From an optimization exercise on the open Yosys and OpenROAD flow, aimed at small area and a short achievable clock period; shortcuts taken in it are not production practice.
No functional check of the RTL was part of any run shown here.
No activity file was given, so power comes from the tool's default toggle rates.

--- flow/config.mk ---
export PLATFORM = sky130hd
export DESIGN_NAME = softplus8_pla
export DESIGN_NICKNAME = softplus8_pla
export VERILOG_FILES = /design/flow/design.v
export SDC_FILE = /design/flow/constraint.sdc
export NUM_CORES = 4
export LEC_CHECK = 0
export CAP_MARGIN = 20
export CORE_MARGIN = 2
export CORE_UTILIZATION = 65
export SLEW_MARGIN = 20
--- flow/constraint.sdc ---
create_clock -name core_clock -period 5.5 [get_ports {clk}]
set_input_delay 1.1000 -clock core_clock [delete_from_list [all_inputs] [get_ports {clk}]]
set_output_delay 1.1000 -clock core_clock [all_outputs]
set_load 0.01 [all_outputs]
--- flow/design.v ---
module softplus8_pla (input wire clk, input wire rst, input wire signed [15:0] x, output wire [15:0] y);
  wire x0tz = ~|x[6:0];
  wire big0 = x[15] ? ~&x[14:11] : |x[14:11];
  wire [5:0] li0 = {x[15], x[10:7], x0tz};
  wire [4:0] cl0;
  assign cl0[0] = (li0 == 6'd0) | (li0 == 6'd1) | (li0 == 6'd2) | (li0 == 6'd3) | (li0 == 6'd4) | (li0 == 6'd5) | (li0 == 6'd7) | (li0 == 6'd12) | (li0 == 6'd14) | (li0 == 6'd15) | (li0 == 6'd16) | (li0 == 6'd17) | (li0 == 6'd19) | (li0 == 6'd46) | (li0 == 6'd48) | (li0 == 6'd49) | (li0 == 6'd50) | (li0 == 6'd51) | (li0 == 6'd53) | (li0 == 6'd58) | (li0 == 6'd60) | (li0 == 6'd61) | (li0 == 6'd62) | (li0 == 6'd63);
  assign cl0[1] = (li0 == 6'd0) | (li0 == 6'd1) | (li0 == 6'd2) | (li0 == 6'd3) | (li0 == 6'd4) | (li0 == 6'd5) | (li0 == 6'd6) | (li0 == 6'd7) | (li0 == 6'd8) | (li0 == 6'd9) | (li0 == 6'd10) | (li0 == 6'd11) | (li0 == 6'd13) | (li0 == 6'd52) | (li0 == 6'd54) | (li0 == 6'd55) | (li0 == 6'd56) | (li0 == 6'd57) | (li0 == 6'd58) | (li0 == 6'd59) | (li0 == 6'd60) | (li0 == 6'd61) | (li0 == 6'd62) | (li0 == 6'd63);
  assign cl0[2] = (li0 == 6'd0) | (li0 == 6'd2) | (li0 == 6'd3) | (li0 == 6'd4) | (li0 == 6'd5) | (li0 == 6'd6) | (li0 == 6'd7) | (li0 == 6'd8) | (li0 == 6'd9) | (li0 == 6'd10) | (li0 == 6'd11) | (li0 == 6'd12) | (li0 == 6'd13) | (li0 == 6'd14) | (li0 == 6'd15) | (li0 == 6'd16) | (li0 == 6'd17) | (li0 == 6'd18) | (li0 == 6'd19) | (li0 == 6'd20) | (li0 == 6'd21) | (li0 == 6'd22) | (li0 == 6'd23) | (li0 == 6'd24) | (li0 == 6'd25) | (li0 == 6'd26) | (li0 == 6'd27) | (li0 == 6'd28) | (li0 == 6'd29) | (li0 == 6'd30) | (li0 == 6'd31);
  assign cl0[3] = (li0 == 6'd18) | (li0 == 6'd20) | (li0 == 6'd21) | (li0 == 6'd22) | (li0 == 6'd23) | (li0 == 6'd24) | (li0 == 6'd25) | (li0 == 6'd26) | (li0 == 6'd27) | (li0 == 6'd28) | (li0 == 6'd29) | (li0 == 6'd30) | (li0 == 6'd31);
  assign cl0[4] = (li0 == 6'd32) | (li0 == 6'd33) | (li0 == 6'd34) | (li0 == 6'd35) | (li0 == 6'd36) | (li0 == 6'd37) | (li0 == 6'd38) | (li0 == 6'd39) | (li0 == 6'd41);
  wire zero0 = big0 ? x[15] : cl0[4];
  wire seg70 = big0 ? ~x[15] : cl0[3];
  wire pos0 = ~big0 & cl0[2];
  reg [15:0] x1; reg [1:0] j1; reg pos1, zero1, seg71;
  wire [6:0] t = x1[6:0];
  wire [6:0] v = t ^ {7{pos1}};
  wire [11:0] r1 = j1[1] ? {3'd0, v, 2'b0} : 12'd0;
  wire [11:0] r2 = (j1 == 2'd3) ? {1'b0, v, 4'b0} : (j1 == 2'd2) ? {2'b0, v, 3'b0} : (j1 == 2'd1) ? {4'b0, v, 1'b0} : 12'd0;
  wire [11:0] kl = pos1 ? ((j1 == 2'd3) ? 12'd21 : (j1 == 2'd2) ? 12'd13 : 12'd3) : 12'd0;
  wire [11:0] sm = {5'd0, v} + r1 + r2 + kl;
  wire [5:0] E = (j1 == 2'd3) ? sm[11:6] : {1'b0, sm[11:7]};
  wire [7:0] q7 = 8'd9 - ({1'b0, x1[14:8]} + {7'd0, |x1[7:0]});
  wire [7:0] Ew = zero1 ? 8'd0 : seg71 ? q7 : (j1 == 2'd0 ? 8'd0 : {2'd0, E});
  reg [15:0] x2; reg [7:0] E2; reg pos2, seg72, zero2;
  wire [5:0] li2 = {x2[15], x2[10:7], ~|x2[6:0]};
  wire [7:0] K2;
  assign K2[0] = (li2 == 6'd0) | (li2 == 6'd1) | (li2 == 6'd2) | (li2 == 6'd3) | (li2 == 6'd4) | (li2 == 6'd5) | (li2 == 6'd6) | (li2 == 6'd7) | (li2 == 6'd10) | (li2 == 6'd11) | (li2 == 6'd12) | (li2 == 6'd16) | (li2 == 6'd17) | (li2 == 6'd40) | (li2 == 6'd42) | (li2 == 6'd43) | (li2 == 6'd46) | (li2 == 6'd50) | (li2 == 6'd51) | (li2 == 6'd52) | (li2 == 6'd56) | (li2 == 6'd57) | (li2 == 6'd58) | (li2 == 6'd60) | (li2 == 6'd61) | (li2 == 6'd62) | (li2 == 6'd63);
  assign K2[1] = (li2 == 6'd0) | (li2 == 6'd4) | (li2 == 6'd5) | (li2 == 6'd6) | (li2 == 6'd8) | (li2 == 6'd9) | (li2 == 6'd12) | (li2 == 6'd19) | (li2 == 6'd40) | (li2 == 6'd42) | (li2 == 6'd43) | (li2 == 6'd50) | (li2 == 6'd51) | (li2 == 6'd53) | (li2 == 6'd54) | (li2 == 6'd55) | (li2 == 6'd56) | (li2 == 6'd57) | (li2 == 6'd58) | (li2 == 6'd62) | (li2 == 6'd63);
  assign K2[2] = (li2 == 6'd0) | (li2 == 6'd2) | (li2 == 6'd3) | (li2 == 6'd6) | (li2 == 6'd10) | (li2 == 6'd11) | (li2 == 6'd16) | (li2 == 6'd17) | (li2 == 6'd44) | (li2 == 6'd45) | (li2 == 6'd46) | (li2 == 6'd47) | (li2 == 6'd52) | (li2 == 6'd53) | (li2 == 6'd56) | (li2 == 6'd57) | (li2 == 6'd59) | (li2 == 6'd60) | (li2 == 6'd61) | (li2 == 6'd62) | (li2 == 6'd63);
  assign K2[3] = (li2 == 6'd2) | (li2 == 6'd3) | (li2 == 6'd7) | (li2 == 6'd8) | (li2 == 6'd9) | (li2 == 6'd10) | (li2 == 6'd11) | (li2 == 6'd12) | (li2 == 6'd14) | (li2 == 6'd15) | (li2 == 6'd48) | (li2 == 6'd49) | (li2 == 6'd50) | (li2 == 6'd51) | (li2 == 6'd52) | (li2 == 6'd53) | (li2 == 6'd54) | (li2 == 6'd55) | (li2 == 6'd60) | (li2 == 6'd61);
  assign K2[4] = (li2 == 6'd1) | (li2 == 6'd2) | (li2 == 6'd3) | (li2 == 6'd4) | (li2 == 6'd5) | (li2 == 6'd8) | (li2 == 6'd9) | (li2 == 6'd54) | (li2 == 6'd55) | (li2 == 6'd58) | (li2 == 6'd59) | (li2 == 6'd60) | (li2 == 6'd61);
  assign K2[5] = (li2 == 6'd1) | (li2 == 6'd4) | (li2 == 6'd5) | (li2 == 6'd6) | (li2 == 6'd56) | (li2 == 6'd57) | (li2 == 6'd58) | (li2 == 6'd59);
  assign K2[6] = (li2 == 6'd2) | (li2 == 6'd3) | (li2 == 6'd60) | (li2 == 6'd61);
  assign K2[7] = (li2 == 6'd0) | (li2 == 6'd1) | (li2 == 6'd62) | (li2 == 6'd63);
  wire [7:0] Kw = (seg72 | zero2) ? 8'd0 : K2;
  wire [7:0] Pl = (pos2 | seg72) ? x2[7:0] : 8'd0;
  wire [9:0] sl = {2'b0, Pl} + {2'b0, Kw} + {{2{E2[7] & seg72}}, E2};
  reg [7:0] fl3; reg [6:0] ph3; reg [1:0] d3;
  wire [6:0] fh = ph3 + {{5{d3[1]}}, d3};
  reg [14:0] f4;
  always @(posedge clk) begin
    x1 <= x; j1 <= cl0[1:0]; pos1 <= pos0; zero1 <= zero0; seg71 <= seg70;
    x2 <= x1; E2 <= Ew; pos2 <= pos1; seg72 <= seg71; zero2 <= zero1;
    fl3 <= sl[7:0]; ph3 <= (pos2 | seg72) ? x2[14:8] : 7'd0; d3 <= sl[9:8];
  end
  always @(posedge clk or posedge rst) if (rst) f4 <= 15'd0; else f4 <= {fh, fl3};
  assign y = {1'b0, f4};
endmodule
--- flow/run.sh ---
#!/bin/bash
# synth_recipe.tcl (not shown) runs the flow's synth.tcl, then flattens the netlist and writes it again
# the make line also repeats each setting of config.mk as NAME=value (left out here)
make -C /OpenROAD-flow-scripts/flow DESIGN_CONFIG=/design/flow/config.mk WORK_HOME=/design/flow/orfs CLKGATE_MAP_FILE= SYNTH_SCRIPT=/design/flow/synth_recipe.tcl finish
==> out/results.ini, run 1 <==
[clocking]
numCtsBuffers = 9
tritoncts = built
htree_levels = 3
worstSkewPairLatency_ps = 340
clkTransAtPathRegs_ps = 80
clk_path_buf_depth = 2
cts_hold_buf = 0
clock-sinks = 80
cts.repair.resized = 0
post-cts-setup-buffer-count = 0
root_buffer = sky130_fd_sc_hd__clkbuf_8

[min_path]
worst_hold_path_type = reg -> reg
worstHoldStart = fl3[5]
hold_depth = 0
min_to = f4[5]

[floorplanning]
design.die.area_um2 = 7470
core_region_area_um2 = 6680
initial_utilization_pct = 66.1
rows = 30
num_io_pins = 34
die_h_um = 86.4
chipWidth_um = 86.4

[global_route]
grt_antenna_before_repair = 0
global_route_wire_length_before_repair_um = 13300
grt-ovfl-total = 0
overall_global_routing_resource_usage_pct = 22.7
via_count_of_the_first_global_routing_pass = 2987
grt_start_max_net_pins = 23

[logic_synthesis]
synth_async_sr_flop_share_pct = 18.8
synth-edff-count = 0
ys_warn_count = 1
postSynthRegisterBits = 80
synthDominantCellAreaShare_pct = 29.5
synth_most_common_cell = sky130_fd_sc_hd__dfxtp_1
syn_inst = 447
synth_area_leaders = sky130_fd_sc_hd__dfxtp_1, sky130_fd_sc_hd__ha_1, sky130_fd_sc_hd__fa_1
synth.largest_area_cell = sky130_fd_sc_hd__dfxtp_1
synth.distinct_cells = 61
ys_dominant_reg_cell = sky130_fd_sc_hd__dfxtp_1
avgSynthCellArea_um2 = 9.88
post_synth_design_cell_area_um2 = 4420
synth.top_cells.by_count = sky130_fd_sc_hd__dfxtp_1, sky130_fd_sc_hd__ha_1, sky130_fd_sc_hd__inv_1, sky130_fd_sc_hd__nor2_1, sky130_fd_sc_hd__a21oi_1
portion_of_the_post_synthesis_area_used_by_sequential_elements_pct = 38.0
syn_nets = 524

[cells_and_area]
fin_nets = 544
syn_to_final_growth_pct = 12.2
drive_above_1_share_pct = 5.08
antenna_cells = 0
fill_cells = 499
multi_input_comb_area_um2 = 2490
sequential_cell_area_um2 = 1680
final_core_util_pct = 74.2

[detailed_routing]
drt_pass1_iterations = 4
post_drt_via_cell_ratio = 5.61
routed_wire_length_per_instance_um = 14.1
num_vias = 3096
drc_errors = 0
route.final.wire_length_um = 7810
antenna_violating_nets_post_route = 0
drt-initial-drc-count = 153

[timing]
max_slew_margin_pct = 36.1
max_slew.worst_pin.slew_ps = 955
grt_setup_unrepaired = no
clock-skew-final_ps = 10.3
setup_total_negative_slack_ps = 0
slew_violations = 0
fmaxAchievable_ghz = 0.253
timing_hold_violations_final = 0
finalSetupViolCount = 0
final.period_utilization_pct = 71.8
layout_min_cycle_time_ps = 3950

[setup_path]
slowest_delay_ps = 590
worst_setup_path_end_kind = register
worst_r2r_endpoint = E2[4]
crit_type = reg -> reg
timing.reg2reg.worst_path_depth = 14
worst_ep_required_time_ps = 5710
path_max_fanout = 11
critical-path-top-delay-family = adder cells
crit_arrival_ps = 4160
slowest_stage = sky130_fd_sc_hd__dfxtp_1
register_to_register_setup_slack_ps = 1550
cp_cell_sequence = ha_1, nand2b_1, nor2_1, a21oi_1, fa_1, inv_1, fa_1, ha_1, nor3_1, a22oi_4, a221oi_4, xnor2_1, a221oi_2, o22ai_1
critical_path.startpoint_type = register
worstReg2RegStart = pos1
cp_num_buf_inv = 1

[placement]
dp_hpwl_um = 6200
place.gp.congestion = 0.914
port_buffers = 32

[outcome]
run_status = no timing/DRC/antenna violations

[power_and_ir_drop]
power.internal_mw = 1.12
worst_ir_drop_vdd_v = 0.000157
clock_power_share_pct = 32.3
p_switching_uw = 415
power_per_cell_area_nw_per_um2 = 310
power.sequential.fraction_pct = 44.9
cellLeakagePower_nw = 2.25
power.combinational.fraction_pct = 22.8
power_switching_share_pct = 27.0

[flow_run]
maxCapViolCount = 0

-- power by group through the flow --
stage,logic (mW),clock network (mW),registers [mW]
after floorplan,0.247,0,0.696
after global placement,0.342,0,0.700
after detailed placement,0.350,0,0.704
after CTS,0.353,0.506,0.691
after global routing,0.395,0.531,0.697
final,0.350,0.496,0.689
-- layout by cell type, fill, tap and decap left out, types with 15 or more instances in the layout --
cell type,synthesis,layout
sky130_fd_sc_hd__fa_1,19,19
sky130_fd_sc_hd__nand2_1,22,22
sky130_fd_sc_hd__a21oi_1,27,27
sky130_fd_sc_hd__nor2b_1,19,19
sky130_fd_sc_hd__clkdlybuf4s50_1,0,32
sky130_fd_sc_hd__xnor2_1,19,19
sky130_fd_sc_hd__ha_1,40,40
sky130_fd_sc_hd__dfxtp_1,65,65
sky130_fd_sc_hd__dfrtp_1,15,15
sky130_fd_sc_hd__nor2_1,28,28
sky130_fd_sc_hd__inv_1,35,35
-- worst register-to-register path: cells and delay by family (launching register included) --
| family | cells | cell delay [ps] |
|---|---|---|
| adders and majority gates | 4 | 1510 |
| AOI/OAI and AO/OA | 5 | 920 |
| and+or+nand+nor | 3 | 610 |
| DFF | 1 | 590 |
| xor gates and xnor gates | 1 | 130 |
| buffers and inverters | 1 | 50 |
-- state kept, by name, summed over array words and instances (netlist names) --
register and cells:
pos1 1, zero2 1, x2 16, x1 16, ph3 7, E2 8, seg72 1, zero1 1
f4 15, fl3 8, seg71 1, d3 2, j1 2, pos2 1
-- through the flow --
stage | hold slack, ps | setup WS, ps | power [mW] | std cells | area [µm²]
2_1_floorplan | 310 | 1890 | 0.942 | 447 | 4420
3_3_place_gp | 318 | 1670 | 1.04 | 536 | 4720
3_5_place_dp | 321 | 1510 | 1.05 | 536 | 4720
4_1_cts | 321 | 1550 | 1.55 | 552 | 4950
5_1_grt | 326 | 1240 | 1.62 | 552 | 4950
6_report | 323 | 1550 | 1.54 | 552 | 4950
-- worst max-delay path by stage --
stage,from,end,slack (ps),cells past startpoint
after floorplan,pos1,E2[4],1890,13
after global placement,pos1,E2[4],1670,14
after detailed placement,pos1,E2[4],1510,14
after CTS,pos1,E2[4],1550,14
after global routing,pos1,E2[4],1240,14
final,pos1,E2[4],1550,14
-- cells by family after synthesis --
family	Yosys count	share of synthesized area (%)
buffers and inverters	58	5.64
AO/OA/AOI/OAI	98	15.6
adder cells (fa/ha/maj)	61	20.4
other	1	0.0849
AND/OR/NAND/NOR	116	13.7
XOR/XNOR	29	5.75
multiplexers	4	0.907
flip-flops	80	38.0
-- final cells by class --
type | instances | share of cell area, %
clock buffers | 10 | 2.58
well taps | 80 | 2.02
repair buffers | 32 | 6.46
inverters | 35 | 2.65
clock inverters | 6 | 2.17
flip-flops and latches | 80 | 33.8
multi-input cells | 309 | 50.3
-- per-layer routing --
layer  up-vias  share of wire [%]  global-route usage [%]
li1       1574                  -                       -
met1      1424                 43                    27.4
met2        82                 51                    39.5
met3        16                3.9                    5.62
met4         0                2.2                    8.10
met5         -                  0                       0
==> run 2, diff against run 1 <==
--- a/flow/config.mk
+++ b/flow/config.mk
@@ -9,3 +9,4 @@
 export CORE_MARGIN = 2
 export CORE_UTILIZATION = 65
+export SETUP_SLACK_MARGIN = 3.2
 export SLEW_MARGIN = 20
==> run 2 against run 1 <==
Sequential share of layout area shrank 3.3 points. Synthesized area is the same. Critical endpoint is now E2[3]. Routed wire length grew 32%. Cell area grew 13%. Largest cell class unchanged. Non-clock buffer count grew 28. Still clean on timing, DRC and antenna.
==> out/results.ini, run 2 <==
[outcome]
run_status = no timing/DRC/antenna violations  ; unchanged

[global_route]
via_count_of_the_first_global_routing_pass = 3374  ; was 2987
grt-ovfl-total = 0  ; unchanged
grt_antenna_before_repair = 0  ; unchanged
global_route_wire_length_before_repair_um = 15600  ; was 13300 µm
overall_global_routing_resource_usage_pct = 27.2  ; was 22.7%
grt_start_max_net_pins = 23  ; unchanged

[clocking]
clk_path_buf_depth = 2  ; unchanged
root_buffer = sky130_fd_sc_hd__clkbuf_8  ; unchanged
numCtsBuffers = 9  ; unchanged
tritoncts = built  ; unchanged
clock-sinks = 80  ; unchanged
cts_hold_buf = 0  ; unchanged
clkTransAtPathRegs_ps = 80  ; about the same
worstSkewPairLatency_ps = 350  ; was 340 ps
htree_levels = 3  ; unchanged

[power_and_ir_drop]
cellLeakagePower_nw = 2.54  ; was 2.25 nW
worst_ir_drop_vdd_v = 0.000211  ; was 0.000157 V
power_per_cell_area_nw_per_um2 = 286  ; was 310 nW/µm²

[floorplanning]
design.die.area_um2 = 7470  ; unchanged
core_region_area_um2 = 6680  ; unchanged
num_io_pins = 34  ; unchanged
chipWidth_um = 86.4  ; unchanged
rows = 30  ; unchanged
initial_utilization_pct = 66.1  ; unchanged
die_h_um = 86.4  ; unchanged

[setup_path]
path_max_fanout = 10  ; was 11
cp_num_buf_inv = 3  ; was 1
worst_ep_required_time_ps = 5720  ; was 5710 ps
crit_type = reg -> reg  ; unchanged
critical-path-top-delay-family = compound AO/OA/AOI/OAI gates  ; was adder cells
cp_cell_sequence = buf_4, xor2_2, inv_1, a21oi_1, a22o_1, fa_1, ha_2, ha_4, a21o_1, a21o_1, a221oi_4, buf_4, xnor2_2, mux2i_1, o22ai_1  ; was ha_1, nand2b_1, nor2_1, a21oi_1, fa_1, inv_1, fa_1, ha_1, nor3_1, a22oi_4, a221oi_4, xnor2_1, a221oi_2, o22ai_1
crit_arrival_ps = 3780  ; was 4160 ps
critical_path.startpoint_type = register  ; unchanged
slowest_delay_ps = 420  ; was 590 ps
worst_setup_path_end_kind = register  ; unchanged
slowest_stage = sky130_fd_sc_hd__fa_1  ; was sky130_fd_sc_hd__dfxtp_1

[logic_synthesis]
synth.largest_area_cell = sky130_fd_sc_hd__dfxtp_1  ; unchanged
synth.top_cells.by_count = sky130_fd_sc_hd__dfxtp_1, sky130_fd_sc_hd__ha_1, sky130_fd_sc_hd__inv_1, sky130_fd_sc_hd__nor2_1, sky130_fd_sc_hd__a21oi_1  ; unchanged
synth_async_sr_flop_share_pct = 18.8  ; unchanged
syn_nets = 524  ; unchanged
postSynthRegisterBits = 80  ; unchanged
ys_dominant_reg_cell = sky130_fd_sc_hd__dfxtp_1  ; unchanged
portion_of_the_post_synthesis_area_used_by_sequential_elements_pct = 38.0  ; unchanged
synth_most_common_cell = sky130_fd_sc_hd__dfxtp_1  ; unchanged
syn_inst = 447  ; unchanged
synth.distinct_cells = 61  ; unchanged
synth-edff-count = 0  ; unchanged
post_synth_design_cell_area_um2 = 4420  ; unchanged
synthDominantCellAreaShare_pct = 29.5  ; unchanged
avgSynthCellArea_um2 = 9.88  ; unchanged
synth_area_leaders = sky130_fd_sc_hd__dfxtp_1, sky130_fd_sc_hd__ha_1, sky130_fd_sc_hd__fa_1  ; unchanged
ys_warn_count = 1  ; unchanged

[cells_and_area]
layout_commonest_cell = sky130_fd_sc_hd__dfxtp_1  ; unchanged
fin_nets = 572  ; was 544
sequential_cell_area_um2 = 1710  ; was 1680 µm²
syn_to_final_growth_pct = 26.6  ; was 12.2%
layout_top_registers = x1: 16 flops, x2: 16 flops, f4: 15 flops  ; unchanged
multi_input_comb_area_um2 = 2880  ; was 2490 µm²
antenna_cells = 0  ; unchanged
final-instance-count-excl-fill = 580  ; was 552
commonest_cells_after_routing_fill_and_taps_aside = sky130_fd_sc_hd__dfxtp_1, sky130_fd_sc_hd__inv_1, sky130_fd_sc_hd__ha_1  ; was sky130_fd_sc_hd__dfxtp_1, sky130_fd_sc_hd__ha_1, sky130_fd_sc_hd__inv_1
fill_cells = 396  ; was 499
drive_above_1_share_pct = 25.6  ; was 5.08%

[timing]
setup_total_negative_slack_ps = 0  ; unchanged
clock-skew-final_ps = 7.73  ; was 10.3 ps
slew_violations = 0  ; unchanged
max_slew_margin_pct = 40.5  ; was 36.1%
final.period_utilization_pct = 64.9  ; was 71.8%
layout_min_cycle_time_ps = 3570  ; was 3950 ps
max_slew.worst_pin.slew_ps = 889  ; was 955 ps
holdWs_ps = 326  ; was 323 ps
grt_setup_unrepaired = yes  ; was no
finalSetupViolCount = 0  ; unchanged
timing_hold_violations_final = 0  ; unchanged
fmaxAchievable_ghz = 0.280  ; was 0.253 GHz

[detailed_routing]
routed_wire_length_per_instance_um = 17.7  ; was 14.1 µm
drc_errors = 0  ; unchanged
route.final.wire_length_um = 10300  ; was 7810 µm
drt_pass1_iterations = 6  ; was 4
antenna_violating_nets_post_route = 0  ; unchanged
num_vias = 3413  ; was 3096
post_drt_via_cell_ratio = 5.88  ; was 5.61
drt-initial-drc-count = 252  ; was 153

[placement]
port_buffers = 32  ; unchanged
dp_hpwl_um = 6520  ; was 6200 µm
dp.cells = 536  ; unchanged
place.gp.congestion = 0.919  ; was 0.914

[flow_run]
maxCapViolCount = 0  ; unchanged

[min_path]
worst_hold_path_type = reg -> reg  ; unchanged

## run 2: cell counts after synthesis
Identical to the previous run, type by type.
## run 2: layout make-up
type / instances / share of cell area [%]
Clock buffer: 10 / 2.28
Clock inverter: 6 / 1.63
Inverter: 35 / 2.35
Multi-Input combinational cell: 309 / 51.5
Sequential cell: 80 / 30.6
Tap cell: 80 / 1.79
Timing Repair Buffer: 60 / 9.87
## run 2: cell families after synthesis
family                   Yosys count  share of synthesized area [%]
AND/OR/NAND/NOR                  116                           13.7
adder cells (fa/ha/maj)           61                           20.4
AO/OA/AOI/OAI                     98                           15.6
flip-flops                        80                           38.0
other                              1                         0.0849
buffers and inverters             58                           5.64
multiplexers                       4                          0.907
XOR/XNOR                          29                           5.75
## run 2: worst paths after layout
path / startpoint / to / slack, ps / cells after the start
min: x1[15] / x2[15] / 330 / 0
min in group asynchronous: rst / f4[1] / 1100 / 2
min reg2reg: x1[15] / x2[15] / 330 / 0
max in group asynchronous: rst / f4[12] / 4040 / 2
max reg2reg: pos1 / E2[3] / 1930 / 15
max: pos1 / E2[3] / 1930 / 15
## run 2: through the flow
stage                     cell area, µm²  util [%]  setup WS [ps]  total power [mW]
after global routing                5590      83.7           1800              1.67
after floorplan                     4560         -           2240             0.959
final                               5590      83.7           1930              1.60
after CTS                           5360      80.1           2080              1.57
after detailed placement            4830      72.3           1810              1.08
after global placement              4830      72.3           1810              1.06
## run 2: timing repair
item                                    in CTS  in global routing
buffers inserted                            17                 11
pin swaps                                   30                 11
cloned                                       0                  0
resized for setup                           67                 38
endpoints found under the setup margin      32                 17
## run 2: routing by layer
| metal | vias to the layer above | wire length, µm | GRT usage [%] |
|---|---|---|---|
| li1 | 1632 | - | - |
| met4 | 0 | 407 | 12.9 |
| met3 | 37 | 438 | 6.38 |
| met2 | 119 | 5520 | 49.3 |
| met5 | - | 0 | 0 |
| met1 | 1625 | 3910 | 29.9 |
## run 2: where the power goes
part / total, mW / internal [mW] / switching (mW)
sequential: 0.696 / 0.649 / 0.0467
combinational: 0.431 / 0.207 / 0.225
clock: 0.473 / 0.258 / 0.215
total: 1.60 / 1.11 / 0.486

==> afterwards: timing with drivers on the ports <==
The results above use ideal ports. As a check the final layouts listed here were re-extracted and re-timed, cells and wires unchanged. Step 1 (the two cells are an assumption about what drives the block):
set clk [get_ports {clk}]
set_driving_cell -lib_cell sky130_fd_sc_hd__clkbuf_16 $clk
set_driving_cell -lib_cell sky130_fd_sc_hd__buf_2 [delete_from_list [all_inputs] $clk]
Step 2 also shifts input and output timing later by t, the mid clock arrival at the registers, as if the neighbouring blocks saw the same clock. Three values: no drivers, after step 1, after step 2; two values: the first two.
| run | shift t [ns] | setup WS [ns] | worst data-port slew with drivers (ns) |
|---|---|---|---|
| run 1 | 0.368 | 1.551 / 1.551 / 1.551 | 0.03 |
| run 2 | 0.384 | 1.933 / 1.933 / 1.933 | 0.04 |
After both steps every run listed still meets setup and hold.
